Source: an optimization exercise on an open RTL-to-GDS flow (aim: small area, a short achievable clock period and few clock cycles per item). Production flows keep margins and buffers that such runs may drop.
Function was checked by simulation only, so behaviour that the tests miss may differ from the original.

Design multi, start of the top module:
module multi #(parameter N = 32) (a,b,clk,out,load,done);
  input [N-1:0] a,b;
  input clk,load;
  output [2*N-1:0] out;
  output done;
  reg [152:0] r;
  reg dn;
  wire neg0 = b[1];
  wire one0_0, two0_0, ng0_0;
  benc ue0_0 (b[1], b[0], 1'b0, one0_0, two0_0, ng0_0);
  wire one0_1, two0_1, ng0_1;
  benc ue0_1 (b[1], b[0], 1'b0, one0_1, two0_1, ng0_1);
  wire neg1 = b[3];
  wire one1_0, two1_0, ng1_0;
  benc ue1_0 (b[3], b[2], b[1], one1_0, two1_0, ng1_0);
  wire one1_1, two1_1, ng1_1;
  benc ue1_1 (b[3], b[2], b[1], one1_1, two1_1, ng1_1);
  wire neg2 = b[5];
  wire one2_0, two2_0, ng2_0;
  benc ue2_0 (b[5], b[4], b[3], one2_0, two2_0, ng2_0);
  wire one2_1, two2_1, ng2_1;
  benc ue2_1 (b[5], b[4], b[3], one2_1, two2_1, ng2_1);
  wire neg3 = b[7];
  wire one3_0, two3_0, ng3_0;
  benc ue3_0 (b[7], b[6], b[5], one3_0, two3_0, ng3_0);
  wire one3_1, two3_1, ng3_1;
  benc ue3_1 (b[7], b[6], b[5], one3_1, two3_1, ng3_1);
  wire neg4 = b[9];
  wire one4_0, two4_0, ng4_0;
  benc ue4_0 (b[9], b[8], b[7], one4_0, two4_0, ng4_0);
  wire one4_1, two4_1, ng4_1;
  benc ue4_1 (b[9], b[8], b[7], one4_1, two4_1, ng4_1);
  wire neg5 = b[11];
  wire one5_0, two5_0, ng5_0;
  benc ue5_0 (b[11], b[10], b[9], one5_0, two5_0, ng5_0);
  wire one5_1, two5_1, ng5_1;
  benc ue5_1 (b[11], b[10], b[9], one5_1, two5_1, ng5_1);
  wire neg6 = b[13];
  wire one6_0, two6_0, ng6_0;
  benc ue6_0 (b[13], b[12], b[11], one6_0, two6_0, ng6_0);
  wire one6_1, two6_1, ng6_1;
  benc ue6_1 (b[13], b[12], b[11], one6_1, two6_1, ng6_1);
  wire neg7 = b[15];
  wire one7_0, two7_0, ng7_0;
  benc ue7_0 (b[15], b[14], b[13], one7_0, two7_0, ng7_0);
  wire one7_1, two7_1, ng7_1;
  benc ue7_1 (b[15], b[14], b[13], one7_1, two7_1, ng7_1);
  wire neg8 = b[17];
  wire one8_0, two8_0, ng8_0;
  benc ue8_0 (b[17], b[16], b[15], one8_0, two8_0, ng8_0);
  wire one8_1, two8_1, ng8_1;
  benc ue8_1 (b[17], b[16], b[15], one8_1, two8_1, ng8_1);
  wire neg9 = b[19];
  wire one9_0, two9_0, ng9_0;
  benc ue9_0 (b[19], b[18], b[17], one9_0, two9_0, ng9_0);
  wire one9_1, two9_1, ng9_1;
  benc ue9_1 (b[19], b[18], b[17], one9_1, two9_1, ng9_1);
  wire neg10 = b[21];
  wire one10_0, two10_0, ng10_0;
  benc ue10_0 (b[21], b[20], b[19], one10_0, two10_0, ng10_0);
  wire one10_1, two10_1, ng10_1;
  ...
Size in the first run: about 3600 cells after synthesis, roughly 130 I/O pins, roughly 30000 sq um of cells after synthesis.
export LEC_CHECK = 0
export ABC_AREA = 1
export CAP_MARGIN = 20
export CORE_MARGIN = 2
export CORE_UTILIZATION = 50
export SETUP_SLACK_MARGIN = 0.1
export SLEW_MARGIN = 20
export SYNTH_HIERARCHICAL = 1
create_clock -name core_clock -period 4.0 [get_ports {clk}]
run.sh (not shown) runs the stock make flow with config.mk's settings and CLKGATE_MAP_FILE= SYNTH_SCRIPT=/design/flow/synth_recipe.tcl, a recipe that flattens the netlist after the stock synthesis.
The first run completed without violations.
Testbench counts at the start, summed over its fixed seeds: cycles 2,048, items 2,048.
Edit:
- PLACE_DENSITY: unset -> 0.75
This time the run completed, yet does not pass: setup timing.
Wire length went up by a few percent.
Hold slack is worse by 0.037 ns.
First-iteration DRC count climbs by well over a third.
Die area stays the same.
Maximum frequency went down by a few percent.
Utilization rose by 0.44 points.
Synthesized cell count stays the same.
Edit:
- CAP_MARGIN: 20 -> 5
- PLACE_DENSITY: 0.75 -> unset
- SLEW_MARGIN: 20 -> 5
Effect: Now the flow finished clean; critical path depth came out lower by 2; count of clock-buffer cells in the layout rose by 2; worst setup slack gets better by 0.094 ns; global-route usage climbs by 1.1 points; routed wire length came out lower by 2.5%; cell area shrinks by 0.66%; worst hold slack is better by 0.037 ns; cell count grows by 0.32%.
Edit:
- CAP_MARGIN: 5 -> 20
- SETUP_SLACK_MARGIN: 0.1 -> 0.05
- SLEW_MARGIN: 5 -> 20
Effect: Routed wire length decreases by 2.1%; first-iteration DRC count rises by 1.0%; area after synthesis stays the same; non-clock buffer count drops by 34; worst hold slack got worse by 0.070 ns; global-route usage goes down by 0.56 points; count of clock-buffer cells in the layout is lower by 1; synthesized cell count does not change; design area went down by 0.70%; via count drops by 1.5%.

========
== the baseline ==
multi, a different RTL version from the one above (not shown whole).
For scale: ~3600 cells after synthesis, roughly 130 I/O pins.
Settings: LEC_CHECK=0, ABC_AREA=1, CAP_MARGIN=20, CORE_MARGIN=2, CORE_UTILIZATION=57, SETUP_SLACK_MARGIN=0.1, SLEW_MARGIN=20, SYNTH_HIERARCHICAL=1; clock period 4.0 ns.
The baseline | stages: all done | timing, DRC, antenna: all pass
Testbench counts of the baseline, summed over its fixed seeds: cycles 2,048, items 2,048.
Relative to the baseline, the following input files were edited for the candidate:
-- flow/config.mk --
<<< the baseline, line 7
export LEC_CHECK = 0
export ABC_AREA = 1
export CAP_MARGIN = 20
export CORE_MARGIN = 2
export CORE_UTILIZATION = 57
export SETUP_SLACK_MARGIN = 0.1
>>> the candidate, line 7
export LEC_CHECK = 0
export ABC_AREA = 0
export CAP_MARGIN = 20
export CORE_MARGIN = 2
export CORE_UTILIZATION = 50
export SETUP_SLACK_MARGIN = 0.1
Findings:
In the candidate the implementation completed, yet the final layout does not meet the checks, the culprit being negative setup slack. Against the baseline, the candidate reports a multi-input logic portion of the cell area that is lower. Number of antenna violations at the first check in global routing ended up 4 higher on the candidate than on the baseline. Looking only at routed wire length, and setting everything else aside, the lower value of the baseline and the candidate goes to the candidate. The candidate: highest fanout seen on the critical path is 2 lower than what the baseline reported. In the flow results for the baseline and the candidate, the transition time at the pin with the least slew margin is smaller on the candidate. Number of violations of the max-capacitance limit came out exactly the same in the baseline and the candidate. Fraction of area in registers: the baseline vs the candidate, no meaningful difference. Of the baseline and the candidate, the candidate shows the higher number of resized instances in the post-cts repair step, with the baseline below it.

========
nickel:
multi, a different RTL version from the one above (not shown whole).
For scale: ~3,200 cells after synthesis, ~150 flip-flops, ~130 I/O pins.
Design multi, start of the top module:
module multi #(parameter N = 32) (a,b,clk,out,load,done);
  input [N-1:0] a,b;
  input clk,load;
  output [2*N-1:0] out;
  output done;
  reg [144:0] r;
  reg dn;
  wire neg0 = b[1];
  wire one0_0, two0_0, ng0_0;
  benc ue0_0 (b[1], b[0], 1'b0, one0_0, two0_0, ng0_0);
  wire neg1 = b[3];
  wire one1_0, two1_0, ng1_0;
  benc ue1_0 (b[3], b[2], b[1], one1_0, two1_0, ng1_0);
  wire neg2 = b[5];
  wire one2_0, two2_0, ng2_0;
  benc ue2_0 (b[5], b[4], b[3], one2_0, two2_0, ng2_0);
  wire neg3 = b[7];
  wire one3_0, two3_0, ng3_0;
  benc ue3_0 (b[7], b[6], b[5], one3_0, two3_0, ng3_0);
  wire neg4 = b[9];
  wire one4_0, two4_0, ng4_0;
  benc ue4_0 (b[9], b[8], b[7], one4_0, two4_0, ng4_0);
  wire neg5 = b[11];
  wire one5_0, two5_0, ng5_0;
  benc ue5_0 (b[11], b[10], b[9], one5_0, two5_0, ng5_0);
  wire neg6 = b[13];
  wire one6_0, two6_0, ng6_0;
  benc ue6_0 (b[13], b[12], b[11], one6_0, two6_0, ng6_0);
  wire neg7 = b[15];
  wire one7_0, two7_0, ng7_0;
  benc ue7_0 (b[15], b[14], b[13], one7_0, two7_0, ng7_0);
  wire neg8 = b[17];
  wire one8_0, two8_0, ng8_0;
  benc ue8_0 (b[17], b[16], b[15], one8_0, two8_0, ng8_0);
  wire neg9 = b[19];
  wire one9_0, two9_0, ng9_0;
  benc ue9_0 (b[19], b[18], b[17], one9_0, two9_0, ng9_0);
  wire neg10 = b[21];
  wire one10_0, two10_0, ng10_0;
  ...
clock: 4.0 ns
lec_check: 0
abc_area: 1
cap_margin: 20
core_margin: 2
core_utilization: 50
setup_slack_margin: 0.1
slew_margin: 20
synth_hierarchical: 1
standard.sh (not shown) runs the stock make flow with config.mk's settings and CLKGATE_MAP_FILE= SYNTH_SCRIPT=/design/flow/synth_recipe.tcl, a recipe that flattens the netlist after the stock synthesis.
==> flow/flow/run.sh <==
#!/bin/bash
# The standard layout (standard.sh, every step from synthesis to finish) with one change:
# the buffers that ORFS's buffer_ports puts on every input and output port are
# sky130_fd_sc_hd__buf_2 instead of the tool's default choice, a slow delay cell
# (clkdlybuf4s50_1) that adds about 0.4 ns to the port paths.
set -euo pipefail
export BUFFER_PORTS_ARGS="-buffer_cell sky130_fd_sc_hd__buf_2"
bash standard.sh > standard.log 2>&1
nickel completed; timing, DRC and antenna clean
Testbench counts of nickel, summed over its fixed seeds: cycles 2,048, items 2,048.
Here is what was changed in the inputs of sierra compared with nickel.
Settings: putting GPL_ROUTABILITY_DRIVEN at 0 where nothing was set.
## What came out
Comparing nickel and sierra, overall fraction of global-route tracks in use is higher on nickel. Delta (sierra minus nickel): met1 layer wirelength in the final routing went down 6.0%; average routed wire per standard cell went down 4.0%. The fraction of area in clock buffers and inverters of nickel and that of sierra are within noise of each other. Going from nickel to sierra, the maximum fanout along the worst path was found to have gone up by 1. Compared with nickel, sierra shows a met2 track demand over resource in global routing that is 1.8 points lower. sierra -> nickel: share of the clock period used by the worst path after layout flat. sierra ended up with fewer standard cells than nickel.
What yarrow does differently from sierra at the input level:
Settings: clearing GPL_ROUTABILITY_DRIVEN, which used to be 0.
==> flow/run.sh (new file) <==
#!/bin/bash
# synth_recipe.tcl (not shown) runs the flow's synth.tcl, then flattens the netlist and writes it again
# the make line also repeats each setting of config.mk as NAME=value (left out here)
make -C /OpenROAD-flow-scripts/flow DESIGN_CONFIG=/design/flow/config.mk WORK_HOME=/design/flow/orfs CLKGATE_MAP_FILE= SYNTH_SCRIPT=/design/flow/synth_recipe.tcl finish
removed: flow/flow/run.sh
removed: flow/standard.sh
==> run summary <==
yarrow reached the end of the flow, and the finished layout is clean on the timing, DRC and antenna checks.
In the flow results for sierra and yarrow, the number of logic stages on the critical path including buffering is smaller on yarrow.
On detailed-route wire length, yarrow does worse than sierra.
met3 layer wire length in the routed design for yarrow: about 20% up relative to sierra
There was hardly any difference in cts-stage hold buffer count between yarrow and sierra.
Worst stage delay on the critical path, sierra and yarrow: larger value in sierra
What amber does differently from yarrow at the input level:
Settings: a change of SETUP_SLACK_MARGIN from 0.1 to 0.05.
==> flow/flow/run.sh (new file) <==
#!/bin/bash
# The standard layout (standard.sh, every step from synthesis to finish) with one change:
# the buffers that ORFS's buffer_ports puts on every input and output port are
# sky130_fd_sc_hd__buf_2 instead of the tool's default choice, a slow delay cell
# (clkdlybuf4s50_1) that adds about 0.4 ns to the port paths.
set -euo pipefail
export BUFFER_PORTS_ARGS="-buffer_cell sky130_fd_sc_hd__buf_2"
bash standard.sh > standard.log 2>&1
==> flow/standard.sh (new file) <==
#!/bin/bash
# synth_recipe.tcl (not shown) runs the flow's synth.tcl, then flattens the netlist and writes it again
# the make line also repeats each setting of config.mk as NAME=value (left out here)
make -C /OpenROAD-flow-scripts/flow DESIGN_CONFIG=/design/flow/config.mk WORK_HOME=/design/flow/orfs CLKGATE_MAP_FILE= SYNTH_SCRIPT=/design/flow/synth_recipe.tcl "${@:-finish}"
removed: flow/run.sh
==> comparison <==
Between yarrow and amber, fraction of area in registers increased.
amber ends up with lower via count than yarrow does.
In amber, the routed wire length came out 8.4% below the value in yarrow.

[separate check: timing with driven ports]
In the flow no input, the clock included, has a driving cell. The finished layouts below were timed again as built, in two steps.
Step 1: set_driving_cell puts a clkbuf_16 on clk and a buf_2 on each other input, an assumption about the parent block.
Step 2 adds t to the input delays and takes it off the output delays; t is the mean of the earliest and latest rising clock arrival at the registers after step 1. Input paths then give back, and output paths get back, about the clock's delay inside the block.
a / b / c = ideal ports / drivers / drivers and shift; a / b = the first two.
| run | shift t [ns] | setup slack, ns | latest minus earliest clock arrival (ns) | worst register clock-pin slew, ns |
|---|---|---|---|---|
| the first run of note 1 | 0.500 | 0.071 / 0.028 / -0.472 | 0.016 / 0.016 | 0.07 / 0.07 |
| the second run of note 1 | 0.499 | -0.023 / -0.001 / -0.500 | 0.016 / 0.016 | 0.08 / 0.08 |
| the third run of note 1 | 0.500 | 0.071 / 0.028 / -0.472 | 0.016 / 0.016 | 0.07 / 0.07 |
| the fourth run of note 1 | 0.494 | 0.067 / 0.054 / -0.440 | 0.014 / 0.015 | 0.07 / 0.07 |
| the baseline | 0.543 | 0.049 / -0.015 / -0.423 | 0.018 / 0.018 | 0.07 / 0.07 |
| the candidate | 0.510 | -0.861 / -0.916 / -0.486 | 0.018 / 0.018 | 0.07 / 0.07 |
| nickel | 0.534 | 0.116 / 0.149 / -0.382 | 0.020 / 0.019 | 0.08 / 0.08 |
| sierra | 0.537 | 0.114 / 0.074 / -0.389 | 0.018 / 0.018 | 0.08 / 0.08 |
| yarrow | 0.542 | 0.081 / 0.062 / -0.448 | 0.014 / 0.014 | 0.08 / 0.08 |
| amber | 0.534 | 0.104 / 0.091 / -0.401 | 0.013 / 0.014 | 0.07 / 0.07 |
Met with ideal ports but missed after step 2: setup timing in 8 of these runs.
